Context: an optimization exercise on an open-source flow, tuned for small area. The choices shown serve that exercise and are no tape-out recipe. Function was checked by simulation only, so behaviour that the tests miss may differ from the original.

<file path="flow/design.v">
`timescale 1ns / 10ps
package types_pkg;
  parameter int BITS = 16;
  parameter int DIGITS = 8;
endpackage
`timescale 1ns / 10ps
module unbounce_btn (
    input  logic CPU_RESET,   
    input  logic CLOCK,
    input  logic BTN_IN,
    output logic BTN_OUT,
    output logic RISE
);
  logic [2:0] p;
  logic x, last, rise1;
  assign x = BTN_IN ^ BTN_OUT;
  assign last = p[2] & ~p[1];
  always_ff @(posedge CLOCK or posedge CPU_RESET) begin
    if (CPU_RESET) begin
      p       <= 3'b000;
      BTN_OUT <= 1'b0;
    end else begin
      p[2]    <= p[1];
      p[1]    <= p[0];
      p[0]    <= ~(p[2] ^ ~(p[1] | p[0] | x));   
      BTN_OUT <= BTN_OUT ^ last;
    end
  end
  always_ff @(posedge CLOCK) begin
    rise1 <= last & ~BTN_OUT;
    RISE  <= rise1;
  end
endmodule
`timescale 1ns / 10ps
module unbounce_array #(
    parameter int BITS = 16
) (
    input  logic            CPU_RESET,   
    input  logic            CLOCK,
    input  logic [BITS-1:0] BTN_IN,
    output logic [BITS-1:0] BTN_OUT
);
  genvar i;
  for (i = 0; i < BITS; i++) begin : gen_btn
    unbounce_btn u_btn (
        .CPU_RESET(CPU_RESET),
        .CLOCK(CLOCK),
        .BTN_IN(BTN_IN[i]),
        .BTN_OUT(BTN_OUT[i]),
        .RISE()
    );
  end
endmodule
`timescale 1ns / 1ps
`timescale 1ns / 10ps
module divider_nr (
    input  wire         clk,
    input  wire         init,
    input  wire         adj,
    input  wire         adj_sub,
    input  wire         uq,
    input  wire  [15:0] dividend,
    input  wire  [15:0] divisor,      
    input  wire         divisor_neg,  
    output logic [15:0] quotient,
    output logic        rem_neg,
    output logic        last
);
  logic [16:0] rem;
  logic [4:0] count;
  logic [7:0] h8;
  logic [3:0] h4;
  logic [1:0] h2;
  logic z8, z4, z2, z1, zero;
  assign z8 = dividend[15:8] == 8'd0;
  assign h8 = z8 ? dividend[7:0] : dividend[15:8];
  assign z4 = h8[7:4] == 4'd0;
  assign h4 = z4 ? h8[3:0] : h8[7:4];
  assign z2 = h4[3:2] == 2'd0;
  assign h2 = z2 ? h4[1:0] : h4[3:2];
  assign z1 = ~h2[1];
  assign zero = z8 & z4 & z2 & z1 & ~h2[0];
  logic [3:0] p;
  assign p = ~count[3:0];
  logic qbit;
  assign qbit = quotient[p];
  logic f;
  assign f = adj_sub ^ divisor_neg;
  logic [16:0] ra, rb, sum;
  logic [17:0] c;
  assign ra = {rem[15:0], qbit};
  assign rb = {divisor[15], divisor} ^ {17{f}};
  assign c[0] = f;
  genvar i;
  for (i = 0; i < 17; i++) begin : g_add
    assign sum[i] = ra[i] ^ rb[i] ^ c[i];
    assign c[i+1] = (ra[i] & rb[i]) | (ra[i] & c[i]) | (rb[i] & c[i]);
  end
  logic [4:0] count_inc;
  assign count_inc[0] = ~count[0];
  assign count_inc[1] = count[1] ^ count[0];
  assign count_inc[2] = count[2] ^ (count[1] & count[0]);
  assign count_inc[3] = count[3] ^ (count[2] & count[1] & count[0]);
  assign count_inc[4] = count[4] ^ (count[3] & count[2] & count[1] & count[0]);
  assign rem_neg = rem[16];
  assign last = count == 5'd16;
  always_ff @(posedge clk) begin
    if (init) begin
      quotient <= dividend;
      rem      <= '0;
      count    <= zero ? 5'd16 : {1'b0, z8, z4, z2, z1};
    end else begin
      if (adj) rem <= sum;
      if (uq) begin
        quotient[p] <= ~rem[16];
        count       <= count_inc;
      end
    end
  end
endmodule
`timescale 1ns / 10ps
module select_btn_action (
    input  logic        clk,
    input  logic        rst,
    input  logic [15:0] SW,
    input  logic        rise_u,
    input  logic        rise_d,
    input  logic        rise_r,
    input  logic        rise_l,
    input  logic        rise_c,
    output logic [15:0] value,      
    output logic        isEdit,
    output logic        total_neg
);
  localparam logic [3:0]
      IDLE  = 4'd0,    
      START = 4'd1,    
      INIT  = 4'd2,
      LS    = 4'd3,
      ADJ0  = 4'd4,
      ADJ1  = 4'd5,
      UQ    = 4'd6,
      TN    = 4'd7,
      TR1   = 4'd8,
      ADJ2  = 4'd9,
      DONE  = 4'd10,
      FIN   = 4'd11;   
  logic [3:0] st;
  logic [15:0] total;
  logic [15:0] abs_total;
  logic [15:0] quotient;
  logic rem_neg, last;
  logic sw_lo_nz;
  assign total_neg = total[15];
  logic [15:0] low_or;
  assign low_or[0] = 1'b0;
  genvar i;
  for (i = 1; i < 16; i++) begin : g_abs
    assign low_or[i] = low_or[i-1] | total[i-1];
  end
  assign abs_total = total ^ ({16{total[15]}} & low_or);
  assign value = isEdit ? SW : abs_total;
  assign sw_lo_nz = SW[14:0] != 15'd0;
  divider_nr u_divider (
      .clk(clk),
      .init(st == INIT),
      .adj(st == ADJ0 || st == ADJ1),
      .adj_sub(st == ADJ1),
      .uq(st == UQ),
      .dividend(abs_total),
      .divisor(SW),
      .divisor_neg(SW[15] & sw_lo_nz),
      .quotient(quotient),
      .rem_neg(rem_neg),
      .last(last)
  );
  always_ff @(posedge clk) begin
    if (rst) begin
      st <= IDLE;
    end else begin
      case (st)
        IDLE:    if (rise_l && (SW[15] || sw_lo_nz)) st <= START;
        START:   st <= INIT;
        INIT:    st <= LS;
        LS:      st <= rem_neg ? ADJ0 : ADJ1;
        ADJ0:    st <= UQ;
        ADJ1:    st <= UQ;
        UQ:      st <= TN;
        TN:      st <= last ? TR1 : LS;
        TR1:     st <= rem_neg ? ADJ2 : DONE;
        ADJ2:    st <= DONE;
        DONE:    st <= FIN;
        default: st <= IDLE;
      endcase
    end
  end
  logic fin, neg;
  logic mul, unit, as, sub, qfin, qneg;
  logic [15:0] y;
  assign fin  = st == FIN;
  assign neg  = total[15] ^ SW[15];
  assign qfin = fin & ~rst;
  assign qneg = qfin & neg;
  assign mul  = ~rst & ~fin & rise_r;
  assign unit = ~rst & ~fin & ~rise_r;
  assign as   = unit & (rise_d | rise_u);
  assign sub  = unit & rise_d;
  mac16 u_mac (
      .a(total),
      .sw(SW),
      .q(quotient),
      .mul(mul),
      .unit(unit),
      .as(as),
      .sub(sub),
      .fin(qfin),
      .qneg(qneg),
      .y(y)
  );
  always_ff @(posedge clk) begin
    total <= y;
    if (rst) isEdit <= 1'b1;
    else if (rise_c) isEdit <= ~isEdit;
  end
endmodule
module mac16 (
    input  logic [15:0] a,      
    input  logic [15:0] sw,     
    input  logic [15:0] q,      
    input  logic        mul,    
    input  logic        unit,   
    input  logic        as,     
    input  logic        sub,
    input  logic        fin,    
    input  logic        qneg,
    output logic [15:0] y
);
  logic [15:0] m;
  assign m = mul ? sw : {15'd0, unit};
  wire one_0 = m[0] ^ 1'b0;
  wire two_0 = (m[1] & ~m[0] & ~1'b0) | (~m[1] & m[0] & 1'b0);
  wire neg_0 = m[1] ^ qneg;
  wire pp_0_0 = ((a[0] & one_0) | (q[0] & fin)) ^ neg_0;
  wire pp_0_1 = ((a[1] & one_0) | (a[0] & two_0) | (q[1] & fin)) ^ neg_0;
  wire pp_0_2 = ((a[2] & one_0) | (a[1] & two_0) | (q[2] & fin)) ^ neg_0;
  wire pp_0_3 = ((a[3] & one_0) | (a[2] & two_0) | (q[3] & fin)) ^ neg_0;
  wire pp_0_4 = ((a[4] & one_0) | (a[3] & two_0) | (q[4] & fin)) ^ neg_0;
  wire pp_0_5 = ((a[5] & one_0) | (a[4] & two_0) | (q[5] & fin)) ^ neg_0;
  wire pp_0_6 = ((a[6] & one_0) | (a[5] & two_0) | (q[6] & fin)) ^ neg_0;
  wire pp_0_7 = ((a[7] & one_0) | (a[6] & two_0) | (q[7] & fin)) ^ neg_0;
  wire pp_0_8 = ((a[8] & one_0) | (a[7] & two_0) | (q[8] & fin)) ^ neg_0;
  wire pp_0_9 = ((a[9] & one_0) | (a[8] & two_0) | (q[9] & fin)) ^ neg_0;
  wire pp_0_10 = ((a[10] & one_0) | (a[9] & two_0) | (q[10] & fin)) ^ neg_0;
  wire pp_0_11 = ((a[11] & one_0) | (a[10] & two_0) | (q[11] & fin)) ^ neg_0;
  wire pp_0_12 = ((a[12] & one_0) | (a[11] & two_0) | (q[12] & fin)) ^ neg_0;
  wire pp_0_13 = ((a[13] & one_0) | (a[12] & two_0) | (q[13] & fin)) ^ neg_0;
  wire pp_0_14 = ((a[14] & one_0) | (a[13] & two_0) | (q[14] & fin)) ^ neg_0;
  wire pp_0_15 = ((a[15] & one_0) | (a[14] & two_0) | (q[15] & fin)) ^ neg_0;
  wire one_1 = m[2] ^ m[1];
  wire two_1 = (m[3] & ~m[2] & ~m[1]) | (~m[3] & m[2] & m[1]);
  wire neg_1 = m[3] ^ sub;
  wire pp_1_0 = ((a[0] & one_1) | (sw[2] & as)) ^ neg_1;
  wire pp_1_1 = ((a[1] & one_1) | (a[0] & two_1) | (sw[3] & as)) ^ neg_1;
  wire pp_1_2 = ((a[2] & one_1) | (a[1] & two_1) | (sw[4] & as)) ^ neg_1;
  wire pp_1_3 = ((a[3] & one_1) | (a[2] & two_1) | (sw[5] & as)) ^ neg_1;
  wire pp_1_4 = ((a[4] & one_1) | (a[3] & two_1) | (sw[6] & as)) ^ neg_1;
  wire pp_1_5 = ((a[5] & one_1) | (a[4] & two_1) | (sw[7] & as)) ^ neg_1;
  wire pp_1_6 = ((a[6] & one_1) | (a[5] & two_1) | (sw[8] & as)) ^ neg_1;
  wire pp_1_7 = ((a[7] & one_1) | (a[6] & two_1) | (sw[9] & as)) ^ neg_1;
  wire pp_1_8 = ((a[8] & one_1) | (a[7] & two_1) | (sw[10] & as)) ^ neg_1;
  wire pp_1_9 = ((a[9] & one_1) | (a[8] & two_1) | (sw[11] & as)) ^ neg_1;
  wire pp_1_10 = ((a[10] & one_1) | (a[9] & two_1) | (sw[12] & as)) ^ neg_1;
  wire pp_1_11 = ((a[11] & one_1) | (a[10] & two_1) | (sw[13] & as)) ^ neg_1;
  wire pp_1_12 = ((a[12] & one_1) | (a[11] & two_1) | (sw[14] & as)) ^ neg_1;
  wire pp_1_13 = ((a[13] & one_1) | (a[12] & two_1) | (sw[15] & as)) ^ neg_1;
  wire one_2 = m[4] ^ m[3];
  wire two_2 = (m[5] & ~m[4] & ~m[3]) | (~m[5] & m[4] & m[3]);
  wire neg_2 = m[5];
  wire pp_2_0 = ((a[0] & one_2)) ^ neg_2;
  wire pp_2_1 = ((a[1] & one_2) | (a[0] & two_2)) ^ neg_2;
  wire pp_2_2 = ((a[2] & one_2) | (a[1] & two_2)) ^ neg_2;
  wire pp_2_3 = ((a[3] & one_2) | (a[2] & two_2)) ^ neg_2;
  wire pp_2_4 = ((a[4] & one_2) | (a[3] & two_2)) ^ neg_2;
  wire pp_2_5 = ((a[5] & one_2) | (a[4] & two_2)) ^ neg_2;
  wire pp_2_6 = ((a[6] & one_2) | (a[5] & two_2)) ^ neg_2;
  wire pp_2_7 = ((a[7] & one_2) | (a[6] & two_2)) ^ neg_2;
  wire pp_2_8 = ((a[8] & one_2) | (a[7] & two_2)) ^ neg_2;
  wire pp_2_9 = ((a[9] & one_2) | (a[8] & two_2)) ^ neg_2;
  wire pp_2_10 = ((a[10] & one_2) | (a[9] & two_2)) ^ neg_2;
  wire pp_2_11 = ((a[11] & one_2) | (a[10] & two_2)) ^ neg_2;
  wire one_3 = m[6] ^ m[5];
  wire two_3 = (m[7] & ~m[6] & ~m[5]) | (~m[7] & m[6] & m[5]);
  wire neg_3 = m[7];
  wire pp_3_0 = ((a[0] & one_3)) ^ neg_3;
  wire pp_3_1 = ((a[1] & one_3) | (a[0] & two_3)) ^ neg_3;
  wire pp_3_2 = ((a[2] & one_3) | (a[1] & two_3)) ^ neg_3;
  wire pp_3_3 = ((a[3] & one_3) | (a[2] & two_3)) ^ neg_3;
  wire pp_3_4 = ((a[4] & one_3) | (a[3] & two_3)) ^ neg_3;
  wire pp_3_5 = ((a[5] & one_3) | (a[4] & two_3)) ^ neg_3;
  wire pp_3_6 = ((a[6] & one_3) | (a[5] & two_3)) ^ neg_3;
  wire pp_3_7 = ((a[7] & one_3) | (a[6] & two_3)) ^ neg_3;
  wire pp_3_8 = ((a[8] & one_3) | (a[7] & two_3)) ^ neg_3;
  wire pp_3_9 = ((a[9] & one_3) | (a[8] & two_3)) ^ neg_3;
  wire one_4 = m[8] ^ m[7];
  wire two_4 = (m[9] & ~m[8] & ~m[7]) | (~m[9] & m[8] & m[7]);
  wire neg_4 = m[9];
  wire pp_4_0 = ((a[0] & one_4)) ^ neg_4;
  wire pp_4_1 = ((a[1] & one_4) | (a[0] & two_4)) ^ neg_4;
  wire pp_4_2 = ((a[2] & one_4) | (a[1] & two_4)) ^ neg_4;
  wire pp_4_3 = ((a[3] & one_4) | (a[2] & two_4)) ^ neg_4;
  wire pp_4_4 = ((a[4] & one_4) | (a[3] & two_4)) ^ neg_4;
  wire pp_4_5 = ((a[5] & one_4) | (a[4] & two_4)) ^ neg_4;
  wire pp_4_6 = ((a[6] & one_4) | (a[5] & two_4)) ^ neg_4;
  wire pp_4_7 = ((a[7] & one_4) | (a[6] & two_4)) ^ neg_4;
  wire one_5 = m[10] ^ m[9];
  wire two_5 = (m[11] & ~m[10] & ~m[9]) | (~m[11] & m[10] & m[9]);
  wire neg_5 = m[11];
  wire pp_5_0 = ((a[0] & one_5)) ^ neg_5;
  wire pp_5_1 = ((a[1] & one_5) | (a[0] & two_5)) ^ neg_5;
  wire pp_5_2 = ((a[2] & one_5) | (a[1] & two_5)) ^ neg_5;
  wire pp_5_3 = ((a[3] & one_5) | (a[2] & two_5)) ^ neg_5;
  wire pp_5_4 = ((a[4] & one_5) | (a[3] & two_5)) ^ neg_5;
  wire pp_5_5 = ((a[5] & one_5) | (a[4] & two_5)) ^ neg_5;
  wire one_6 = m[12] ^ m[11];
  wire two_6 = (m[13] & ~m[12] & ~m[11]) | (~m[13] & m[12] & m[11]);
  wire neg_6 = m[13];
  wire pp_6_0 = ((a[0] & one_6)) ^ neg_6;
  wire pp_6_1 = ((a[1] & one_6) | (a[0] & two_6)) ^ neg_6;
  wire pp_6_2 = ((a[2] & one_6) | (a[1] & two_6)) ^ neg_6;
  wire pp_6_3 = ((a[3] & one_6) | (a[2] & two_6)) ^ neg_6;
  wire one_7 = m[14] ^ m[13];
  wire two_7 = (m[15] & ~m[14] & ~m[13]) | (~m[15] & m[14] & m[13]);
  wire neg_7 = m[15];
  wire pp_7_0 = ((a[0] & one_7)) ^ neg_7;
  wire pp_7_1 = ((a[1] & one_7) | (a[0] & two_7)) ^ neg_7;
  wire e_0 = (sw[0] & as) ^ sub;
  wire e_1 = (sw[1] & as) ^ sub;
  wire n01 = m[1] | m[3];   
  wire cin = qneg | sub | m[1];
  wire r1p = m[3];
  wire fs_0 = pp_0_0 ^ e_0 ^ cin;
  wire fc_0 = (pp_0_0 & e_0) | (pp_0_0 & cin) | (e_0 & cin);
  assign y[0] = fs_0;
  wire fs_1 = pp_0_1 ^ e_1 ^ fc_0;
  wire fc_1 = (pp_0_1 & e_1) | (pp_0_1 & fc_0) | (e_1 & fc_0);
  assign y[1] = fs_1;
  wire fs_2 = pp_0_2 ^ pp_1_0 ^ r1p;
  wire fc_2 = (pp_0_2 & pp_1_0) | (pp_0_2 & r1p) | (pp_1_0 & r1p);
  wire hs_0 = fc_1 ^ fs_2;
  wire hc_0 = fc_1 & fs_2;
  assign y[2] = hs_0;
  wire fs_3 = pp_0_3 ^ pp_1_1 ^ fc_2;
  wire fc_3 = (pp_0_3 & pp_1_1) | (pp_0_3 & fc_2) | (pp_1_1 & fc_2);
  wire hs_1 = hc_0 ^ fs_3;
  wire hc_1 = hc_0 & fs_3;
  assign y[3] = hs_1;
  wire fs_4 = pp_0_4 ^ pp_1_2 ^ pp_2_0;
  wire fc_4 = (pp_0_4 & pp_1_2) | (pp_0_4 & pp_2_0) | (pp_1_2 & pp_2_0);
  wire fs_5 = neg_2 ^ fc_3 ^ hc_1;
  wire fc_5 = (neg_2 & fc_3) | (neg_2 & hc_1) | (fc_3 & hc_1);
  wire hs_2 = fs_4 ^ fs_5;
  wire hc_2 = fs_4 & fs_5;
  assign y[4] = hs_2;
  wire fs_6 = pp_0_5 ^ pp_1_3 ^ pp_2_1;
  wire fc_6 = (pp_0_5 & pp_1_3) | (pp_0_5 & pp_2_1) | (pp_1_3 & pp_2_1);
  wire fs_7 = fc_4 ^ fc_5 ^ hc_2;
  wire fc_7 = (fc_4 & fc_5) | (fc_4 & hc_2) | (fc_5 & hc_2);
  wire hs_3 = fs_6 ^ fs_7;
  wire hc_3 = fs_6 & fs_7;
  assign y[5] = hs_3;
  wire fs_8 = pp_0_6 ^ pp_1_4 ^ pp_2_2;
  wire fc_8 = (pp_0_6 & pp_1_4) | (pp_0_6 & pp_2_2) | (pp_1_4 & pp_2_2);
  wire fs_9 = pp_3_0 ^ neg_3 ^ fc_6;
  wire fc_9 = (pp_3_0 & neg_3) | (pp_3_0 & fc_6) | (neg_3 & fc_6);
  wire fs_10 = fc_7 ^ hc_3 ^ fs_8;
  wire fc_10 = (fc_7 & hc_3) | (fc_7 & fs_8) | (hc_3 & fs_8);
  wire hs_4 = fs_9 ^ fs_10;
  wire hc_4 = fs_9 & fs_10;
  assign y[6] = hs_4;
  wire fs_11 = pp_0_7 ^ pp_1_5 ^ pp_2_3;
  wire fc_11 = (pp_0_7 & pp_1_5) | (pp_0_7 & pp_2_3) | (pp_1_5 & pp_2_3);
  wire fs_12 = pp_3_1 ^ fc_8 ^ fc_9;
  wire fc_12 = (pp_3_1 & fc_8) | (pp_3_1 & fc_9) | (fc_8 & fc_9);
  wire fs_13 = fc_10 ^ hc_4 ^ fs_11;
  wire fc_13 = (fc_10 & hc_4) | (fc_10 & fs_11) | (hc_4 & fs_11);
  wire hs_5 = fs_12 ^ fs_13;
  wire hc_5 = fs_12 & fs_13;
  assign y[7] = hs_5;
  wire fs_14 = pp_0_8 ^ pp_1_6 ^ pp_2_4;
  wire fc_14 = (pp_0_8 & pp_1_6) | (pp_0_8 & pp_2_4) | (pp_1_6 & pp_2_4);
  wire fs_15 = pp_3_2 ^ pp_4_0 ^ neg_4;
  wire fc_15 = (pp_3_2 & pp_4_0) | (pp_3_2 & neg_4) | (pp_4_0 & neg_4);
  wire fs_16 = fc_11 ^ fc_12 ^ fc_13;
  wire fc_16 = (fc_11 & fc_12) | (fc_11 & fc_13) | (fc_12 & fc_13);
  wire fs_17 = hc_5 ^ fs_14 ^ fs_15;
  wire fc_17 = (hc_5 & fs_14) | (hc_5 & fs_15) | (fs_14 & fs_15);
  wire hs_6 = fs_16 ^ fs_17;
  wire hc_6 = fs_16 & fs_17;
  assign y[8] = hs_6;
  wire fs_18 = pp_0_9 ^ pp_1_7 ^ pp_2_5;
  wire fc_18 = (pp_0_9 & pp_1_7) | (pp_0_9 & pp_2_5) | (pp_1_7 & pp_2_5);
  wire fs_19 = pp_3_3 ^ pp_4_1 ^ fc_14;
  wire fc_19 = (pp_3_3 & pp_4_1) | (pp_3_3 & fc_14) | (pp_4_1 & fc_14);
  wire fs_20 = fc_15 ^ fc_16 ^ fc_17;
  wire fc_20 = (fc_15 & fc_16) | (fc_15 & fc_17) | (fc_16 & fc_17);
  wire fs_21 = hc_6 ^ fs_18 ^ fs_19;
  wire fc_21 = (hc_6 & fs_18) | (hc_6 & fs_19) | (fs_18 & fs_19);
  wire hs_7 = fs_20 ^ fs_21;
  wire hc_7 = fs_20 & fs_21;
  assign y[9] = hs_7;
  wire fs_22 = pp_0_10 ^ pp_1_8 ^ pp_2_6;
  wire fc_22 = (pp_0_10 & pp_1_8) | (pp_0_10 & pp_2_6) | (pp_1_8 & pp_2_6);
  wire fs_23 = pp_3_4 ^ pp_4_2 ^ pp_5_0;
  wire fc_23 = (pp_3_4 & pp_4_2) | (pp_3_4 & pp_5_0) | (pp_4_2 & pp_5_0);
  wire fs_24 = neg_5 ^ fc_18 ^ fc_19;
  wire fc_24 = (neg_5 & fc_18) | (neg_5 & fc_19) | (fc_18 & fc_19);
  wire fs_25 = fc_20 ^ fc_21 ^ hc_7;
  wire fc_25 = (fc_20 & fc_21) | (fc_20 & hc_7) | (fc_21 & hc_7);
  wire fs_26 = fs_22 ^ fs_23 ^ fs_24;
  wire fc_26 = (fs_22 & fs_23) | (fs_22 & fs_24) | (fs_23 & fs_24);
  wire hs_8 = fs_25 ^ fs_26;
  wire hc_8 = fs_25 & fs_26;
  assign y[10] = hs_8;
  wire fs_27 = pp_0_11 ^ pp_1_9 ^ pp_2_7;
  wire fc_27 = (pp_0_11 & pp_1_9) | (pp_0_11 & pp_2_7) | (pp_1_9 & pp_2_7);
  wire fs_28 = pp_3_5 ^ pp_4_3 ^ pp_5_1;
  wire fc_28 = (pp_3_5 & pp_4_3) | (pp_3_5 & pp_5_1) | (pp_4_3 & pp_5_1);
  wire fs_29 = fc_22 ^ fc_23 ^ fc_24;
  wire fc_29 = (fc_22 & fc_23) | (fc_22 & fc_24) | (fc_23 & fc_24);
  wire fs_30 = fc_25 ^ fc_26 ^ hc_8;
  wire fc_30 = (fc_25 & fc_26) | (fc_25 & hc_8) | (fc_26 & hc_8);
  wire fs_31 = fs_27 ^ fs_28 ^ fs_29;
  wire fc_31 = (fs_27 & fs_28) | (fs_27 & fs_29) | (fs_28 & fs_29);
  wire hs_9 = fs_30 ^ fs_31;
  wire hc_9 = fs_30 & fs_31;
  assign y[11] = hs_9;
  wire fs_32 = pp_0_12 ^ pp_1_10 ^ pp_2_8;
  wire fc_32 = (pp_0_12 & pp_1_10) | (pp_0_12 & pp_2_8) | (pp_1_10 & pp_2_8);
  wire fs_33 = pp_3_6 ^ pp_4_4 ^ pp_5_2;
  wire fc_33 = (pp_3_6 & pp_4_4) | (pp_3_6 & pp_5_2) | (pp_4_4 & pp_5_2);
  wire fs_34 = pp_6_0 ^ neg_6 ^ fc_27;
  wire fc_34 = (pp_6_0 & neg_6) | (pp_6_0 & fc_27) | (neg_6 & fc_27);
  wire fs_35 = fc_28 ^ fc_29 ^ fc_30;
  wire fc_35 = (fc_28 & fc_29) | (fc_28 & fc_30) | (fc_29 & fc_30);
  wire fs_36 = fc_31 ^ hc_9 ^ fs_32;
  wire fc_36 = (fc_31 & hc_9) | (fc_31 & fs_32) | (hc_9 & fs_32);
  wire fs_37 = fs_33 ^ fs_34 ^ fs_35;
  wire fc_37 = (fs_33 & fs_34) | (fs_33 & fs_35) | (fs_34 & fs_35);
  wire hs_10 = fs_36 ^ fs_37;
  wire hc_10 = fs_36 & fs_37;
  assign y[12] = hs_10;
  wire fs_38 = pp_0_13 ^ pp_1_11 ^ pp_2_9;
  wire fc_38 = (pp_0_13 & pp_1_11) | (pp_0_13 & pp_2_9) | (pp_1_11 & pp_2_9);
  wire fs_39 = pp_3_7 ^ pp_4_5 ^ pp_5_3;
  wire fc_39 = (pp_3_7 & pp_4_5) | (pp_3_7 & pp_5_3) | (pp_4_5 & pp_5_3);
  wire fs_40 = pp_6_1 ^ fc_32 ^ fc_33;
  wire fc_40 = (pp_6_1 & fc_32) | (pp_6_1 & fc_33) | (fc_32 & fc_33);
  wire fs_41 = fc_34 ^ fc_35 ^ fc_36;
  wire fc_41 = (fc_34 & fc_35) | (fc_34 & fc_36) | (fc_35 & fc_36);
  wire fs_42 = fc_37 ^ hc_10 ^ fs_38;
  wire fc_42 = (fc_37 & hc_10) | (fc_37 & fs_38) | (hc_10 & fs_38);
  wire fs_43 = fs_39 ^ fs_40 ^ fs_41;
  wire fc_43 = (fs_39 & fs_40) | (fs_39 & fs_41) | (fs_40 & fs_41);
  wire hs_11 = fs_42 ^ fs_43;
  wire hc_11 = fs_42 & fs_43;
  assign y[13] = hs_11;
  wire fs_44 = pp_0_14 ^ pp_1_12 ^ pp_2_10;
  wire fc_44 = (pp_0_14 & pp_1_12) | (pp_0_14 & pp_2_10) | (pp_1_12 & pp_2_10);
  wire fs_45 = pp_3_8 ^ pp_4_6 ^ pp_5_4;
  wire fc_45 = (pp_3_8 & pp_4_6) | (pp_3_8 & pp_5_4) | (pp_4_6 & pp_5_4);
  wire fs_46 = pp_6_2 ^ pp_7_0 ^ neg_7;
  wire fc_46 = (pp_6_2 & pp_7_0) | (pp_6_2 & neg_7) | (pp_7_0 & neg_7);
  wire fs_47 = fc_38 ^ fc_39 ^ fc_40;
  wire fc_47 = (fc_38 & fc_39) | (fc_38 & fc_40) | (fc_39 & fc_40);
  wire fs_48 = fc_41 ^ fc_42 ^ fc_43;
  wire fc_48 = (fc_41 & fc_42) | (fc_41 & fc_43) | (fc_42 & fc_43);
  wire fs_49 = hc_11 ^ fs_44 ^ fs_45;
  wire fc_49 = (hc_11 & fs_44) | (hc_11 & fs_45) | (fs_44 & fs_45);
  wire fs_50 = fs_46 ^ fs_47 ^ fs_48;
  wire fc_50 = (fs_46 & fs_47) | (fs_46 & fs_48) | (fs_47 & fs_48);
  wire hs_12 = fs_49 ^ fs_50;
  wire hc_12 = fs_49 & fs_50;
  assign y[14] = hs_12;
  assign y[15] = pp_0_15 ^ pp_1_13 ^ pp_2_11 ^ pp_3_9 ^ pp_4_7 ^ pp_5_5 ^ pp_6_3 ^ pp_7_1 ^ fc_44 ^ fc_45 ^ fc_46 ^ fc_47 ^ fc_48 ^ fc_49 ^ fc_50 ^ hc_12;
endmodule
`timescale 1ns / 10ps
module bin_to_bcd (
    input  logic [15:0] bin,
    output logic [19:0] bcd
);
  integer i, j;
  logic [19:0] temp;
  logic [15:0] bin_work;
  always_comb begin
    bin_work = bin;
    temp = '0;
    for (i = 15; i >= 0; i--) begin
      for (j = 0; j < 5; j++) begin
        if (temp[j*4+:4] >= 4'd5) temp[j*4+:4] = temp[j*4+:4] + 4'd3;
      end
      {temp, bin_work} = {temp, bin_work} << 1;
    end
    bcd = temp;
  end
endmodule
`timescale 1ns / 10ps
module dec_cat_map (
    input  [3:0] encoded,
    output logic [7:0] cathode
);
  always @* begin
    case (encoded)
      4'h0: cathode = 8'b11000000;
      4'h1: cathode = 8'b11111001;
      4'h2: cathode = 8'b10100100;
      4'h3: cathode = 8'b10110000;
      4'h4: cathode = 8'b10011001;
      4'h5: cathode = 8'b10010010;
      4'h6: cathode = 8'b10000010;
      4'h7: cathode = 8'b11111000;
      4'h8: cathode = 8'b10000000;
      4'h9: cathode = 8'b10010000;
      4'hb: cathode = 8'b10111111;
      4'hc: cathode = 8'b00000110;
      default: cathode = 8'b11111111;
    endcase
  end
endmodule
`timescale 1ns / 10ps
module seg_display_calc (
    input  logic [15:0] value,
    input  logic        isEdit,
    input  logic        total_neg,
    input  logic [2:0]  digit,
    output logic [3:0]  code
);
  logic [19:0] bcd;
  bin_to_bcd u_bcd (
      .bin(value),
      .bcd(bcd)
  );
  logic z1, z2, z3, z4;
  assign z4 = bcd[19:16] == 4'd0;
  assign z3 = z4 & (bcd[15:12] == 4'd0);
  assign z2 = z3 & (bcd[11:8] == 4'd0);
  assign z1 = z2 & (bcd[7:4] == 4'd0);
  always_comb begin
    case (digit)
      3'd0: code = bcd[3:0];
      3'd1: code = z1 ? 4'd10 : bcd[7:4];
      3'd2: code = z2 ? 4'd10 : bcd[11:8];
      3'd3: code = z3 ? 4'd10 : bcd[15:12];
      3'd4: code = z4 ? 4'd10 : bcd[19:16];
      3'd7: code = isEdit ? 4'd12 : (total_neg ? 4'd11 : 4'd10);
      default: code = 4'd10;
    endcase
  end
endmodule
module clock_seg_display (
    input  logic clk,
    input  logic rst,
    output logic step
);
  localparam logic [13:0] RST_STATE = 14'h3ea0;   
  localparam logic [13:0] LOOP_STATE = 14'h3a80;   
  localparam logic [13:0] HIT_MASK = 14'h3eb7;   
  localparam logic [13:0] HIT_VALUE = 14'h1236;
  logic [13:0] s;
  logic fb;
  assign fb   = ~(s[13] ^ s[4] ^ s[2] ^ s[0]);
  assign step = (s & HIT_MASK) == HIT_VALUE;
  always_ff @(posedge clk) begin
    if (rst) s <= RST_STATE;
    else if (step) s <= LOOP_STATE;
    else s <= {s[12:0], fb};
  end
endmodule
module seg_display (
    input  logic       clk,
    input  logic       rst,
    input  logic       step,
    input  logic [3:0] code_next,
    output logic [2:0] digit_next,
    output logic [7:0] AN,
    output logic       CA, CB, CC, CD, CE, CF, CG, DP
);
  logic [2:0] digit;
  logic [3:0] code;
  logic [7:0] cathode;
  assign digit_next[0] = digit[0] ^ step;
  assign digit_next[1] = digit[1] ^ (digit[0] & step);
  assign digit_next[2] = digit[2] ^ (digit[1] & digit[0] & step);
  always_ff @(posedge clk) begin
    digit <= rst ? 3'd0 : digit_next;
    code  <= code_next;
  end
  always_comb begin
    AN = 8'hff;
    AN[digit] = 1'b0;
  end
  dec_cat_map u_map (
      .encoded(code),
      .cathode(cathode)
  );
  assign {DP, CG, CF, CE, CD, CC, CB, CA} = cathode;
endmodule
`timescale 1ns / 100ps
module sys_pll (
    input  wire clk_in1,
    output wire clk_out1
);
  assign clk_out1 = clk_in1;
endmodule
`timescale 1ns / 100ps
module top (
    input  wire          CLK100MHZ,
    input  wire          CPU_RESETN,
    input  wire   [15:0] SW,
    output logic  [15:0] LED,
    input  wire          BTNC,
    input  wire          BTNU,
    input  wire          BTNL,
    input  wire          BTNR,
    input  wire          BTND,
    output logic  [ 7:0] AN,
    output logic         CA,
    output logic         CB,
    output logic         CC,
    output logic         CD,
    output logic         CE,
    output logic         CF,
    output logic         CG,
    output logic         DP,
    output logic         LED16_B,
    output logic         LED16_G,
    output logic         LED16_R,
    output logic         LED17_B,
    output logic         LED17_G,
    output logic         LED17_R
);
  assign {LED16_B, LED16_G, LED16_R, LED17_B, LED17_G, LED17_R} = 6'b000000;
  wire rst = ~CPU_RESETN;
  wire clk;
  sys_pll u_sys_pll (
      .clk_in1 (CLK100MHZ),
      .clk_out1(clk)
  );
  logic rise_c, rise_u, rise_l, rise_r, rise_d;
  logic [15:0] SW_DEB;
  unbounce_btn deb_btnC (.CPU_RESET(rst), .CLOCK(clk), .BTN_IN(BTNC), .BTN_OUT(), .RISE(rise_c));
  unbounce_btn deb_btnU (.CPU_RESET(rst), .CLOCK(clk), .BTN_IN(BTNU), .BTN_OUT(), .RISE(rise_u));
  unbounce_btn deb_btnL (.CPU_RESET(rst), .CLOCK(clk), .BTN_IN(BTNL), .BTN_OUT(), .RISE(rise_l));
  unbounce_btn deb_btnR (.CPU_RESET(rst), .CLOCK(clk), .BTN_IN(BTNR), .BTN_OUT(), .RISE(rise_r));
  unbounce_btn deb_btnD (.CPU_RESET(rst), .CLOCK(clk), .BTN_IN(BTND), .BTN_OUT(), .RISE(rise_d));
  unbounce_array debouncer (
      .CPU_RESET(rst),
      .CLOCK(clk),
      .BTN_IN(SW),
      .BTN_OUT(SW_DEB)
  );
  assign LED = SW_DEB;
  logic [15:0] value;
  logic isEdit, total_neg;
  select_btn_action u_calc (
      .clk(clk),
      .rst(rst),
      .SW(SW_DEB),
      .rise_u(rise_u),
      .rise_d(rise_d),
      .rise_r(rise_r),
      .rise_l(rise_l),
      .rise_c(rise_c),
      .value(value),
      .isEdit(isEdit),
      .total_neg(total_neg)
  );
  logic step;
  clock_seg_display u_timer (
      .clk (clk),
      .rst (rst),
      .step(step)
  );
  logic [2:0] digit_next;
  logic [3:0] code_next;
  seg_display_calc u_code (
      .value(value),
      .isEdit(isEdit),
      .total_neg(total_neg),
      .digit(digit_next),
      .code(code_next)
  );
  seg_display u_disp (
      .clk(clk),
      .rst(rst),
      .step(step),
      .code_next(code_next),
      .digit_next(digit_next),
      .AN(AN),
      .CA(CA), .CB(CB), .CC(CC), .CD(CD), .CE(CE), .CF(CF), .CG(CG), .DP(DP)
  );
endmodule
</file>
<file path="flow/flow/run.sh">
#!/bin/bash
# Own layout flow: the standard flow, except that
#  - synthesis maps the logic with an area-oriented ABC script (deepsyn,
#    then amap) and
#    without extract_fa's adder cells, which ABC cannot restructure;
#    registers come out of the same synthesis steps as the standard
#    synthesis, so their names and cell types are unchanged;
#  - ports are buffered with the smallest buffer;
#  - the clock tree uses small clock buffers and no dummy loads.
# Each step's full output goes to a log file here.
set -euo pipefail
here=$(pwd)
CTS_BUF=${CTS_BUF:-sky130_fd_sc_hd__clkbuf_8}
rm -rf "$here/scripts_area"
cp -r "$FLOW_HOME/scripts" "$here/scripts_area"
cp "$here/flow/abc_area.script" "$here/scripts_area/abc_area.script"
bash standard.sh SCRIPTS_DIR="$here/scripts_area" ADDER_MAP_FILE= synth > "$here/synth.log" 2>&1
export BUFFER_PORTS_ARGS="-buffer_cell sky130_fd_sc_hd__buf_1"
export CTS_ARGS="-sink_clustering_enable -repair_clock_nets -dont_use_dummy_load -buf_list $CTS_BUF"
bash standard.sh > "$here/layout.log" 2>&1
test -f "$here/out/final.def"
</file>
<file path="flow/flow/abc_area.script">
strash
&get -n
&deepsyn -T 60
&put
dch -f
amap
topo
</file>
<file path="flow/standard.sh">
#!/bin/bash
# synth_recipe.tcl (not shown) runs the flow's synth.tcl, then flattens the netlist and writes it again
# the make line also repeats each setting of config.mk as NAME=value (left out here)
make -C /OpenROAD-flow-scripts/flow DESIGN_CONFIG=/design/flow/config.mk WORK_HOME=/design/flow/orfs CLKGATE_MAP_FILE= SYNTH_SCRIPT=/design/flow/synth_recipe.tcl "${@:-finish}"
</file>
<file path="flow/config.mk">
export PLATFORM = sky130hd
export DESIGN_NAME = top
export DESIGN_NICKNAME = top
export VERILOG_FILES = /design/flow/design.v
export SDC_FILE = /design/flow/constraint.sdc
export NUM_CORES = 4
export LEC_CHECK = 0
export ABC_AREA = 1
export CAP_MARGIN = 5
export CORE_MARGIN = 2
export CORE_UTILIZATION = 40
export PLACE_DENSITY = 0.62
export SLEW_MARGIN = 5
</file>
<file path="flow/constraint.sdc">
create_clock -name core_clock -period 20.0 [get_ports {CLK100MHZ}]
set_input_delay 4.0000 -clock core_clock [delete_from_list [all_inputs] [get_ports {CLK100MHZ}]]
set_output_delay 4.0000 -clock core_clock [all_outputs]
set_load 0.01 [all_outputs]
</file>
==> flow_metrics.tcl, run 1 <==
set metrics [dict create \
    n_antenna_cell 0 \
    nets 1834 \
    wl_per_cell_um 15.1 \
    cts_buffers 17 \
    crit_top_cell "nor2_1" \
    drc 0 \
    dr.pass1.iters 6 \
    clkSinkCount 178 \
    worst-path-buf-inv 14 \
    period_share 0.714 \
    drive_gt1_frac 0.0166 \
    initial_core_util 0.405 \
    syn_area_per_cell_sq_um 6.87 \
    ys_seq_elements 178 \
    synth_area_sq_um 12000 \
    htreeDepth 4 \
    max_stage_delay_ns 0.51 \
    dieArea_sq_um 31400 \
    antenna_found_initial 0 \
    clkLatencyLatePin_ns 0.49 \
    fin_skew_ns 0.0255 \
    vias 12114 \
    crit_fanout 6 \
    synth_cell_types 47 \
    grt_pass1_wl_mm 54.2 \
    final-setup-viol-count 0 \
    final_area_sq_um 12900 \
    worstSetupEndpointType "flop" \
    port_buffers 54 \
    root_buffer "clkbuf_8" \
    slew_headroom 0.246 \
    regArea_sq_um 4190 \
    multi_input_area_sq_um 6970 \
    syn2layout_area_growth_pct 7.26 \
    fin_crit_ns 14.28 \
    grt_max_degree 57 \
    fmax_mhz 70.0 \
    synthMostInstantiatedCell "nor2_1" \
    crit_family "compound AO/OA/AOI/OAI gates" \
    n_fill_cell 3063 \
    setup_ws_ns 5.72 \
    drt-total-wl_mm 33.1 \
    drv_slew 0 \
    synth_top_cell_by_area "dfrtp_1" \
    cap_violations 0 \
    ant_nets 0 \
    synthFlopType "dfrtp_1" \
    dp_hpwl_mm 25.2 \
    hold_viol 0 \
    first_global_vias 10737 \
    via_per_inst 5.51 \
    pin_count 61 \
    rsz0062_at_grt "no" \
    cts_resized 0 \
    ys_top_cells_by_count "nor2_1, a21oi_1, o21ai_0, clkinv_1, nand2_1" \
    ys_seq_area_frac 0.350 \
    yosysTopAreaCellShare 0.175 \
    grt_overflow 0 \
    synthCells 1744 \
    slowest_stage "nor4_1" \
    dpl_worst_slack_ns 5.84 \
    path_clk_slew_ns 0.10 \
    critPathArrivalTime_ns 14.65 \
    critPathLaunchType "flop" \
    num_rows 63 \
    crit_required_ns 20.37 \
    grtUsageTotal 0.217 \
    post_cts_buffers 0 \
    die_w_um 177 \
    worstSetupPathType "flop to flop" \
    synthArstFlopShare 0.472 \
    dpl-instance-area_sq_um 12600 \
    worst_pin_slew_ns 1.13 \
    synth_edf_count 21 \
    drtIter0Drc 1077 \
    yosys_warnings 8 \
    holdCritPathClass "flop to flop" \
    coreArea_sq_um 29600 \
    cts_tree "done" \
    timing.setup.tns_ns 0 \
    cts_hold_buf 0 \
    clockBufferDepth 2 \
    yosys-top-cells-area "dfrtp_1, dfxtp_1, nor2_1, a21oi_1, o21ai_0" \
    place.gp.congestion 0.876 \
    die_y_um 177 \
    status "no timing/DRC/antenna violations" \
]
-- per-stage QoR --
| stage | std cells | hold slack [ns] | util |
|---|---|---|---|
| after floorplan | 1749 | 0.310 | - |
| after global placement | 2182 | 0.312 | 0.427 |
| after detailed placement | 2182 | 0.312 | 0.427 |
| after CTS | 2199 | 0.330 | 0.435 |
| after global routing | 2199 | 0.339 | 0.435 |
| final | 2199 | 0.330 | 0.435 |
-- flip-flops by register name, indices dropped and copies added, names as in the netlist, 3 cells and up --
signal,flops
deb_btnU.p,3
u_calc.u_divider.rem,17
deb_btnC.p,3
deb_btnD.p,3
deb_btnL.p,3
u_disp.digit,3
deb_btnR.p,3
u_calc.u_divider.count,5
u_disp.cathode,8
u_calc.u_divider.quotient,16
u_calc.total,16
u_calc.st,4
debouncer.gen_btn.u_btn.p,48
u_timer.s,14
debouncer.gen_btn.u_btn.BTN_OUT,16
-- worst reg2reg max path: cells and delay by family, from the launching register on --
kind	cells	cell delay (ns)
and+or+nand+nor	36	5.51
buffers and inverters	14	2.16
AOI/OAI and AO/OA	29	6.15
DFF	1	0.37
-- path summary, 6_finish.rpt --
kind	cells past startpoint	start	slack, ns	to
setup / recovery	79	u_calc.total[1]$_DFF_P_	5.72	u_disp.cathode[4]$_DFF_P_
hold / removal	0	deb_btnD.rise1$_DFF_P_	0.33	deb_btnD.RISE$_DFF_P_
setup reg to reg	79	u_calc.total[1]$_DFF_P_	5.72	u_disp.cathode[4]$_DFF_P_
hold reg to reg	0	deb_btnD.rise1$_DFF_P_	0.33	deb_btnD.RISE$_DFF_P_
max in group asynchronous	2	CPU_RESETN	15.43	debouncer.gen_btn[7].u_btn.p[1]$_DFF_PN0_
min in group asynchronous	1	CPU_RESETN	3.48	deb_btnU.BTN_OUT$_DFF_PN0_
-- metal layers --
| metal | wire length [um] | share of wire | global-route usage |
|---|---|---|---|
| met5 | 0 | 0 | 0 |
| met4 | 1030 | 0.031 | 0.0778 |
| met3 | 2090 | 0.063 | 0.0410 |
| met2 | 14200 | 0.43 | 0.331 |
| met1 | 15800 | 0.48 | 0.304 |
-- cell usage in the layout, fill, tap and decap left out, types with 21 or more instances in the layout --
cell,instances
dfrtp_1,84
a21oi_1,215
edfxtp_1,21
buf_1,53
nand2_1,168
clkinv_1,182
a2111oi_0,21
nor2_1,389
o22ai_1,92
o21a_1,33
a22oi_1,21
o21ai_0,211
dfxtp_1,73
-- logic make-up after synthesis --
family | share of synthesized area
AND/OR/NAND/NOR | 0.224
flip-flops | 0.350
buffers and inverters | 0.0708
XOR/XNOR | 0.00219
other | 0.000313
AO/OA/AOI/OAI | 0.353
-- cell type report --
type / instances / area share
Inverter: 182 / 0.0531
Sequential cell: 178 / 0.326
Clock buffer: 17 / 0.0182
Tap cell: 390 / 0.0380
Timing Repair Buffer: 65 / 0.0225
Multi-Input combinational cell: 1367 / 0.542
==> run 2, diff against run 1 <==
==> flow/flow/abc_area.script (replaced) <==
strash
&get -n
&deepsyn -T 60
&put
dch
amap -F 5 -A 16
topo
--- a/flow/config.mk
+++ b/flow/config.mk
@@ -6,8 +6,8 @@
 export NUM_CORES = 4
 export LEC_CHECK = 0
 export ABC_AREA = 1
-export CAP_MARGIN = 5
+export CAP_MARGIN = 20
 export CORE_MARGIN = 2
 export CORE_UTILIZATION = 40
 export PLACE_DENSITY = 0.62
-export SLEW_MARGIN = 5
+export SLEW_MARGIN = 20
==> run 2 against run 1 <==
Still clean on timing, DRC and antenna. Design area down 1.1%. Die area fell by 1.1%. Non-clock buffer count shrank 1. Critical path type unchanged. Largest cell class unchanged. Highest routed layer unchanged.
==> flow_metrics.tcl, run 2 <==
set metrics [dict create \
    layout_common_cells "nor2_1, a21oi_1, o21ai_0, nand2_1, clkinv_1" \
    port_buffers 54 \
    dieArea_sq_um 31000 \
    worstSetupPathType "flop to flop" \
    fmax_mhz 65.4 \
    final_common_cell "nor2_1" \
    nets 1776 \
    clkLatencyLatePin_ns 0.46 \
    regArea_sq_um 4190 \
    max_stage_delay_ns 0.59 \
    yosysTopAreaCellShare 0.177 \
    first_global_vias 10896 \
    slew_headroom 0.270 \
    hold_viol 0 \
    grt_max_degree 64 \
    drt-total-wl_mm 35.2 \
    rsz0062_at_grt "no" \
    cap_violations 0 \
    synth_top_cell_by_area "dfrtp_1" \
    grtUsageTotal 0.231 \
    cts_hold_buf 0 \
    clockBufferDepth 2 \
    ys_top_cells_by_count "nor2_1, a21oi_1, o21ai_0, nand2_1, clkinv_1" \
    ant_nets 0 \
    synthArstFlopShare 0.472 \
    crit_required_ns 20.38 \
    r2r_slack_ns 4.72 \
    critPathArrivalTime_ns 15.67 \
    drive_gt1_frac 0.0166 \
    cts_buffers 17 \
    dr.pass1.iters 11 \
    period_share 0.764 \
    coreArea_sq_um 29400 \
    hold_start "deb_btnD.rise1$_DFF_P_" \
    top_layer "met4" \
    multi_input_area_sq_um 6920 \
    largest_reg_flops 48 \
    root_buffer "clkbuf_8" \
    ys_seq_elements 178 \
    fin_skew_ns 0.0288 \
    drc 0 \
    drv_slew 0 \
    timing.setup.tns_ns 0 \
    n_antenna_cell 0 \
    synthCells 1687 \
    cts_resized 0 \
    die_w_um 176 \
    synthMostInstantiatedCell "nor2_1" \
    holdCritPathClass "flop to flop" \
    met2_length_mm 15.6 \
    synth_area_sq_um 11900 \
    vias 12218 \
    pin_count 61 \
    clkSinkCount 178 \
    crit_fanout 10 \
    via_per_inst 5.71 \
    htreeDepth 4 \
    synthFlopType "dfrtp_1" \
    r2r_end "u_disp.cathode[3]$_DFF_P_" \
    final-setup-viol-count 0 \
    yosys_warnings 8 \
    crit_end "u_disp.cathode[3]$_DFF_P_" \
    initial_core_util 0.403 \
    num_rows 63 \
    yosys-top-cells-area "dfrtp_1, dfxtp_1, nor2_1, a21oi_1, o21ai_0" \
    wl_met1_mm 16.3 \
    synth_edf_count 21 \
    antenna_found_initial 0 \
    die_y_um 176 \
    grt_pass1_wl_mm 57.8 \
    syn_area_per_cell_sq_um 7.03 \
    drtIter0Drc 1389 \
    cts_tree "done" \
    wl_per_cell_um 16.4 \
    crit-reg2reg-launch "u_calc.total[0]$_DFF_P_" \
    dp_hpwl_mm 26.2 \
    syn2layout_area_growth_pct 7.27 \
    crit_top_cell "nor2_1" \
    r2r_cells 78 \
    grt_overflow 0 \
    ys_seq_area_frac 0.354 \
    place.gp.congestion 0.915 \
    worst_pin_slew_ns 1.09 \
    worstSetupEndpointType "flop" \
    slowest_stage "a222oi_1" \
    fin_crit_ns 15.28 \
    n_fill_cell 3022 \
    status "no timing/DRC/antenna violations" \
    path_clk_slew_ns 0.09 \
    post_cts_buffers 0 \
    wl_met3_mm 2.47 \
    top_register "debouncer.gen_btn.u_btn.p" \
    synth_cell_types 43 \
    cp-startpoint "u_calc.total[0]$_DFF_P_" \
    top_regs "debouncer.gen_btn.u_btn.p: 48 flops, u_calc.u_divider.rem: 17 flops" \
    critPathLaunchType "flop" \
]
## run 2: cell count changes after synthesis, moves of 10 or more
cell	delta
a22oi_1	-12
a222oi_1	+16
o22a_1	-15
clkinv_1	-23
o21ai_0	-27
o21a_1	-19
o221a_1	+11
o311a_1	-11
nor2b_1	+17
o22ai_1	+21
nor2_1	-37
nor3_1	+10
## run 2: cell type report
cell class	instances	area share
Clock buffer	17	0.0184
Inverter	159	0.0469
Multi-Input combinational cell	1333	0.544
Sequential cell	178	0.330
Tap cell	390	0.0384
Timing Repair Buffer	64	0.0221
## run 2: kinds of logic after synthesis
kind of cell,after synthesis,synth area share
AOI/OAI and AO/OA,688,0.356
xor gates and xnor gates,4,0.00296
buffers and inverters,181,0.0643
DFF,178,0.354
other,1,0.000316
and+or+nand+nor,635,0.222
## run 2: metrics by stage
stage / hold WS [ns] / instance area, sq um / setup WS, ns / util / std cells
floorplan: 0.310 / 11900 / 7.45 / - / 1692
global placement: 0.313 / 12500 / 5.34 / 0.424 / 2123
detailed placement: 0.315 / 12500 / 5.03 / 0.424 / 2123
CTS: 0.339 / 12700 / 4.91 / 0.432 / 2140
global route: 0.344 / 12700 / 2.41 / 0.432 / 2141
finish: 0.336 / 12700 / 4.72 / 0.432 / 2141
## run 2: worst max-delay path, delay by kind of cell, from the launching register on
kind / cells / cell delay, ns
AOI/OAI and AO/OA: 29 / 7.50
buffers and inverters: 12 / 1.91
DFF: 1 / 0.47
and+or+nand+nor: 37 / 5.32
## run 2: worst min path at each step
stage                                       end  slack [ns]  cells past startpoint
after detailed placement  deb_btnD.RISE$_DFF_P_        0.32                      0
after CTS                 deb_btnD.RISE$_DFF_P_        0.34                      0
after floorplan           deb_btnC.RISE$_DFF_P_        0.31                      0
after global routing      deb_btnU.RISE$_DFF_P_        0.34                      0
after global placement    deb_btnD.RISE$_DFF_P_        0.31                      0
final                     deb_btnD.RISE$_DFF_P_        0.34                      0
## run 2: layer usage
layer | up-vias | global-route usage
met4 | 0 | 0.0699
met1 | 5408 | 0.331
li1 | 6284 | -
met5 | - | 0
met2 | 466 | 0.366
met3 | 60 | 0.0256
==> run 3, diff against run 2 <==
--- a/flow/config.mk
+++ b/flow/config.mk
@@ -8,6 +8,6 @@
 export ABC_AREA = 1
 export CAP_MARGIN = 20
 export CORE_MARGIN = 2
-export CORE_UTILIZATION = 40
-export PLACE_DENSITY = 0.62
+export CORE_UTILIZATION = 55
+export PLACE_DENSITY = 0.72
 export SLEW_MARGIN = 20
==> run 3 against run 2 <==
Sequential share of layout area grew 0.34 points. Cell count shrank 5.3%. Via count grew 1.4%. Worst setup slack lost 0.14 ns. Critical path depth is the same. Register-to-register slack lost 0.14 ns. Die area shrank 27%. Fmax shrank 0.90%. Largest cell class unchanged.
==> flow_metrics.tcl, run 3 <==
set metrics [dict create \
    timing.setup.tns_ns 0 \
    wl_per_cell_um 17.0 \
    top_regs "debouncer.gen_btn.u_btn.p: 48 flops, u_calc.u_divider.rem: 17 flops" \
    grtUsageMet3 0.0530 \
    place.gp.congestion 1.02 \
    max_stage_delay_ns 0.79 \
    crit-reg2reg-launch "u_calc.total[0]$_DFF_P_" \
    synthMostInstantiatedCell "nor2_1" \
    synth_top_cell_by_area "dfrtp_1" \
    cts_buffers 17 \
    clkSinkCount 178 \
    drc 0 \
    critPathLaunchType "flop" \
    syn2layout_area_growth_pct 6.18 \
    fin_crit_ns 15.42 \
    cts_resized 0 \
    final_common_cell "nor2_1" \
    hold_viol 0 \
    yosysTopAreaCellShare 0.177 \
    dp_hpwl_mm 26.0 \
    fmax_mhz 64.8 \
    ant_nets 0 \
    slew_headroom 0.304 \
    ys_top_cells_by_count "nor2_1, a21oi_1, o21ai_0, nand2_1, clkinv_1" \
    nets 1777 \
    grt_overflow 0 \
    drt-total-wl_mm 34.5 \
    die_w_um 151 \
    port_buffers 54 \
    synthCells 1687 \
    pin_count 61 \
    yosys-top-cells-area "dfrtp_1, dfxtp_1, nor2_1, a21oi_1, o21ai_0" \
    crit_fanout 10 \
    regArea_sq_um 4190 \
    path_clk_slew_ns 0.11 \
    drv_slew 0 \
    worst_pin_slew_ns 1.04 \
    critPathArrivalTime_ns 15.83 \
    cap_violations 0 \
    synth_area_sq_um 11900 \
    r2r_end "u_disp.cathode[3]$_DFF_P_" \
    hold_end "deb_btnC.RISE$_DFF_P_" \
    holdPathStages 0 \
    ys_seq_elements 178 \
    post_cts_buffers 0 \
    synth_edf_count 21 \
    fin_skew_ns 0.0471 \
    grt.busiest_layer "met2" \
    crit_top_cell "nor2_1" \
    worstSetupEndpointType "flop" \
    cts_hold_buf 0 \
    grt_max_degree 50 \
    multi_input_area_sq_um 6930 \
    top_register "debouncer.gen_btn.u_btn.p" \
    synthFlopType "dfrtp_1" \
    die_y_um 151 \
    r2r_cells 78 \
    vias 12386 \
    num_rows 53 \
    antenna_found_initial 0 \
    grt_util_met2 0.485 \
    worstSetupPathType "flop to flop" \
    grt_pass1_wl_mm 55.1 \
    rsz0062_at_grt "no" \
    drive_gt1_frac 0.0177 \
    r2r_slack_ns 4.58 \
    clkLatencyLatePin_ns 0.45 \
    yosys_warnings 8 \
    n_fill_cell 1954 \
    hold_start "deb_btnC.rise1$_DFF_P_" \
    slowest_stage "a222oi_1" \
    dieArea_sq_um 22700 \
    syn_area_per_cell_sq_um 7.03 \
    synth_cell_types 43 \
    initial_core_util 0.562 \
    clockBufferDepth 2 \
    period_share 0.771 \
    layout_common_cells "nor2_1, a21oi_1, o21ai_0, nand2_1, clkinv_1" \
    via_per_inst 6.11 \
    fin_hold_ws_ns 0.344 \
    n_antenna_cell 0 \
    largest_reg_flops 48 \
    ys_seq_area_frac 0.354 \
    synthArstFlopShare 0.472 \
    htreeDepth 4 \
    drtIter0Drc 1572 \
    coreArea_sq_um 21100 \
    status "no timing/DRC/antenna violations" \
    holdCritPathClass "flop to flop" \
    root_buffer "clkbuf_8" \
    grtUsageMet1 0.413 \
    grtUsageTotal 0.306 \
    dr.pass1.iters 11 \
    crit_required_ns 20.40 \
    first_global_vias 11037 \
    cts_tree "done" \
    final-setup-viol-count 0 \
]
run 3: changes by cell type in the layout (fill, tap and decap cells not counted), sizes merged:
cell	change
buf	+1
run 3: worst max-delay path by stage:
stage / from / end / slack (ns) / cells after the start
floorplan: u_calc.total[0]$_DFF_P_ / u_disp.cathode[4]$_DFF_P_ / 7.45 / 77
global placement: u_calc.total[0]$_DFF_P_ / u_disp.cathode[4]$_DFF_P_ / 5.11 / 77
detailed placement: u_calc.total[0]$_DFF_P_ / u_disp.cathode[4]$_DFF_P_ / 4.80 / 77
CTS: u_calc.total[0]$_DFF_P_ / u_disp.cathode[4]$_DFF_P_ / 4.78 / 77
global route: u_calc.total[0]$_DFF_P_ / u_disp.cathode[4]$_DFF_P_ / 2.14 / 78
finish: u_calc.total[0]$_DFF_P_ / u_disp.cathode[3]$_DFF_P_ / 4.58 / 78
run 3: area by class of cell:
class / count / share of cell area
Timing Repair Buffer: 65 / 0.0230
Tap cell: 275 / 0.0273
Clock buffer: 17 / 0.0186
Sequential cell: 178 / 0.333
Multi-Input combinational cell: 1333 / 0.550
Inverter: 159 / 0.0474
run 3: logic make-up after synthesis:
| logic type | Yosys count | share of synthesized area |
|---|---|---|
| AND/OR/NAND/NOR | 635 | 0.222 |
| flip-flops | 178 | 0.354 |
| AO/OA/AOI/OAI | 688 | 0.356 |
| other | 1 | 0.000316 |
| buffers and inverters | 181 | 0.0643 |
| XOR/XNOR | 4 | 0.00296 |
run 3: through the flow:
step,setup slack (ns),cell area [sq um],utilization,cells
CTS,4.78,12600,0.596,2027
global placement,5.11,12300,0.585,2010
floorplan,7.45,11900,-,1692
detailed placement,4.80,12300,0.585,2010
finish,4.58,12600,0.597,2027
global route,2.14,12600,0.597,2027
run 3: layer usage:
metal,share of wire,vias up,wire (um)
met2,0.44,534,15200
met1,0.44,5462,15100
met5,0,-,0
met4,0.041,0,1430
met3,0.081,103,2790
li1,-,6287,-
run 3: worst max-delay path, delay by kind of cell (launching register included):
kind	cells	cell delay [ns]
buffers and inverters	12	1.88
AO/OA/AOI/OAI	29	7.70
AND/OR/NAND/NOR	37	5.31
flip-flops	1	0.46
==> run 4, diff against run 3 <==
--- a/flow/flow/run.sh
+++ b/flow/flow/run.sh
@@ -16,6 +16,6 @@
 cp "$here/flow/abc_area.script" "$here/scripts_area/abc_area.script"
 bash standard.sh SCRIPTS_DIR="$here/scripts_area" ADDER_MAP_FILE= synth > "$here/synth.log" 2>&1
 export BUFFER_PORTS_ARGS="-buffer_cell sky130_fd_sc_hd__buf_1"
-export CTS_ARGS="-sink_clustering_enable -repair_clock_nets -dont_use_dummy_load -buf_list $CTS_BUF"
+export CTS_ARGS="-sink_clustering_enable -repair_clock_nets -dont_use_dummy_load -buf_list $CTS_BUF -sink_clustering_size 30 -sink_clustering_max_diameter 100"
 bash standard.sh > "$here/layout.log" 2>&1
 test -f "$here/out/final.def"
==> flow/flow/abc_area.script (replaced) <==
strash
&get -n
&deepsyn -T 60
&put
dch -f
amap
topo
--- a/flow/config.mk
+++ b/flow/config.mk
@@ -8,6 +8,6 @@
 export ABC_AREA = 1
 export CAP_MARGIN = 20
 export CORE_MARGIN = 2
-export CORE_UTILIZATION = 55
-export PLACE_DENSITY = 0.72
+export CORE_UTILIZATION = 40
+export PLACE_DENSITY = 0.62
 export SLEW_MARGIN = 20
==> run 4 against run 3 <==
Register-to-register slack better by 1.1 ns. First-iteration DRC count is 31% lower. Utilization is 16 points lower. Hold slack worse by 0.013 ns. Via count is 2.2% lower. Critical endpoint is now u_disp.cathode[4]$_DFF_P_. Largest cell class unchanged.
==> flow_metrics.tcl, run 4 <==
set metrics [dict create \
    ys_seq_elements 178 \
    clkLatencyLatePin_ns 0.49 \
    grt_max_degree 57 \
    worstSetupEndpointType "flop" \
    num_rows 63 \
    fmax_mhz 70.0 \
    clockBufferDepth 2 \
    first_global_vias 10737 \
    top_register "debouncer.gen_btn.u_btn.p" \
    drt-total-wl_mm 33.1 \
    grtUsageTotal 0.217 \
    yosys-top-cells-area "dfrtp_1, dfxtp_1, nor2_1, a21oi_1, o21ai_0" \
    synthMostInstantiatedCell "nor2_1" \
    grt_pass1_wl_mm 54.2 \
    clkSinkCount 178 \
    wl_per_cell_um 15.1 \
    regArea_sq_um 4190 \
    slew_headroom 0.246 \
    crit_top_cell "nor2_1" \
    rsz0062_at_grt "no" \
    n_fill_cell 3063 \
    drc 0 \
    cts_hold_buf 0 \
    post_cts_buffers 0 \
    synthFlopType "dfrtp_1" \
    hold_viol 0 \
    multi_input_area_sq_um 6970 \
    cts_tree "done" \
    synth_top_cell_by_area "dfrtp_1" \
    root_buffer "clkbuf_8" \
    cts_resized 0 \
    synth_area_sq_um 12000 \
    syn_area_per_cell_sq_um 6.87 \
    final_area_sq_um 12900 \
    drive_gt1_frac 0.0166 \
    n_antenna_cell 0 \
    status "no timing/DRC/antenna violations" \
    timing.setup.tns_ns 0 \
    final-setup-viol-count 0 \
    synthCells 1744 \
    slowest_stage "nor4_1" \
    worst_pin_slew_ns 1.13 \
    antenna_found_initial 0 \
    vias 12114 \
    layout.cells.non_filler 2199 \
    dpl-instance-area_sq_um 12600 \
    port_buffers 54 \
    syn2layout_area_growth_pct 7.26 \
    dp_hpwl_mm 25.2 \
    layout_common_cells "nor2_1, a21oi_1, o21ai_0, clkinv_1, nand2_1" \
    fin_crit_ns 14.28 \
    initial_core_util 0.405 \
    pin_count 61 \
    crit_required_ns 20.37 \
    ant_nets 0 \
    dieArea_sq_um 31400 \
    ys_top_cells_by_count "nor2_1, a21oi_1, o21ai_0, clkinv_1, nand2_1" \
    critPathArrivalTime_ns 14.65 \
    setup_ws_ns 5.72 \
    synthArstFlopShare 0.472 \
    nets 1834 \
    critPathLaunchType "flop" \
    yosys_warnings 8 \
    holdCritPathClass "flop to flop" \
    via_per_inst 5.51 \
    final_common_cell "nor2_1" \
    synth_edf_count 21 \
    largest_reg_flops 48 \
    coreArea_sq_um 29600 \
    cts_buffers 17 \
    path_clk_slew_ns 0.10 \
    dr.pass1.iters 6 \
    ys_seq_area_frac 0.350 \
    utilization 0.435 \
    period_share 0.714 \
    htreeDepth 4 \
    dpl_worst_slack_ns 5.84 \
    drtIter0Drc 1077 \
    drv_slew 0 \
    place.gp.congestion 0.876 \
    die_w_um 177 \
    max_stage_delay_ns 0.51 \
    cap_violations 0 \
    top_regs "debouncer.gen_btn.u_btn.p: 48 flops, u_calc.u_divider.rem: 17 flops" \
    fin_skew_ns 0.0255 \
    dp_cells 2182 \
    yosysTopAreaCellShare 0.175 \
    die_y_um 177 \
    synth_cell_types 47 \
    crit_fanout 6 \
    grt_overflow 0 \
    worstSetupPathType "flop to flop" \
]
run 4: path summary, 6_finish.rpt:
check	startpoint	depth (start not counted)	slack, ns	endpoint
min reg2reg	deb_btnD.rise1$_DFF_P_	0	0.33	deb_btnD.RISE$_DFF_P_
max	u_calc.total[1]$_DFF_P_	79	5.72	u_disp.cathode[4]$_DFF_P_
max in group asynchronous	CPU_RESETN	2	15.43	debouncer.gen_btn[7].u_btn.p[1]$_DFF_PN0_
min	deb_btnD.rise1$_DFF_P_	0	0.33	deb_btnD.RISE$_DFF_P_
min in group asynchronous	CPU_RESETN	1	3.48	deb_btnU.BTN_OUT$_DFF_PN0_
max reg2reg	u_calc.total[1]$_DFF_P_	79	5.72	u_disp.cathode[4]$_DFF_P_
run 4: cells by family (layout without fill, tap and decap cells):
group,after synthesis,count (layout),share of synthesized area
other,1,6,0.000313
XOR/XNOR,3,3,0.00219
AO/OA/AOI/OAI,701,701,0.353
buffers and inverters,204,264,0.0708
AND/OR/NAND/NOR,657,657,0.224
flip-flops,178,178,0.350
run 4: final cells by class:
type / count / share of cell area
inverters: 182 / 0.0531
multi-input cells: 1367 / 0.542
clock buffers: 17 / 0.0182
repair buffers: 65 / 0.0225
flip-flops and latches: 178 / 0.326
well taps: 390 / 0.0380
run 4: per-stage QoR:
step	hold WS [ns]
5_1_grt	0.339
3_5_place_dp	0.312
3_3_place_gp	0.312
4_1_cts	0.330
6_report	0.330
2_1_floorplan	0.310
run 4: routing by layer:
layer / vias up / routed length (um) / global-route usage
met4: 0 / 1030 / 0.0778
li1: 6412 / - / -
met3: 55 / 2090 / 0.0410
met5: - / 0 / 0
met1: 5298 / 15800 / 0.304
met2: 349 / 14200 / 0.331
run 4: worst max-delay path, delay by kind of cell (launching register included):
| family | cells | cell delay, ns |
|---|---|---|
| AOI/OAI and AO/OA | 29 | 6.15 |
| and+or+nand+nor | 36 | 5.51 |
| buffers and inverters | 14 | 2.15 |
| DFF | 1 | 0.37 |

==> port drivers added, routing unchanged <==
How much do the figures lean on ideal ports? The routed layouts below were timed once more, with nothing changed but the port constraints.
Step 1 sets driving cells, clkbuf_16 on the clock port and buf_2 on the other inputs (assumed; they add their load-dependent delay and slew).
Step 2 adds t to the input delays and takes it off the output delays; t is the mean of the earliest and latest rising clock arrival at the registers after step 1. Input paths then give back, and output paths get back, about the clock's delay inside the block.
Slacks: no drivers / after step 1 / after step 2; pairs: no drivers / after step 1.
run	t (ns)	slack for setup (ns)	worst setup path after step 2	latest minus earliest clock arrival (ns)
run 1	0.518	5.720 / 5.720 / 5.720	register to register	0.031 / 0.030
run 2	0.488	4.716 / 4.716 / 4.716	register to register	0.032 / 0.032
run 3	0.478	4.578 / 4.578 / 4.578	register to register	0.048 / 0.048
run 4	0.518	5.720 / 5.720 / 5.720	register to register	0.031 / 0.030
After both steps setup and hold are still met in every run listed.
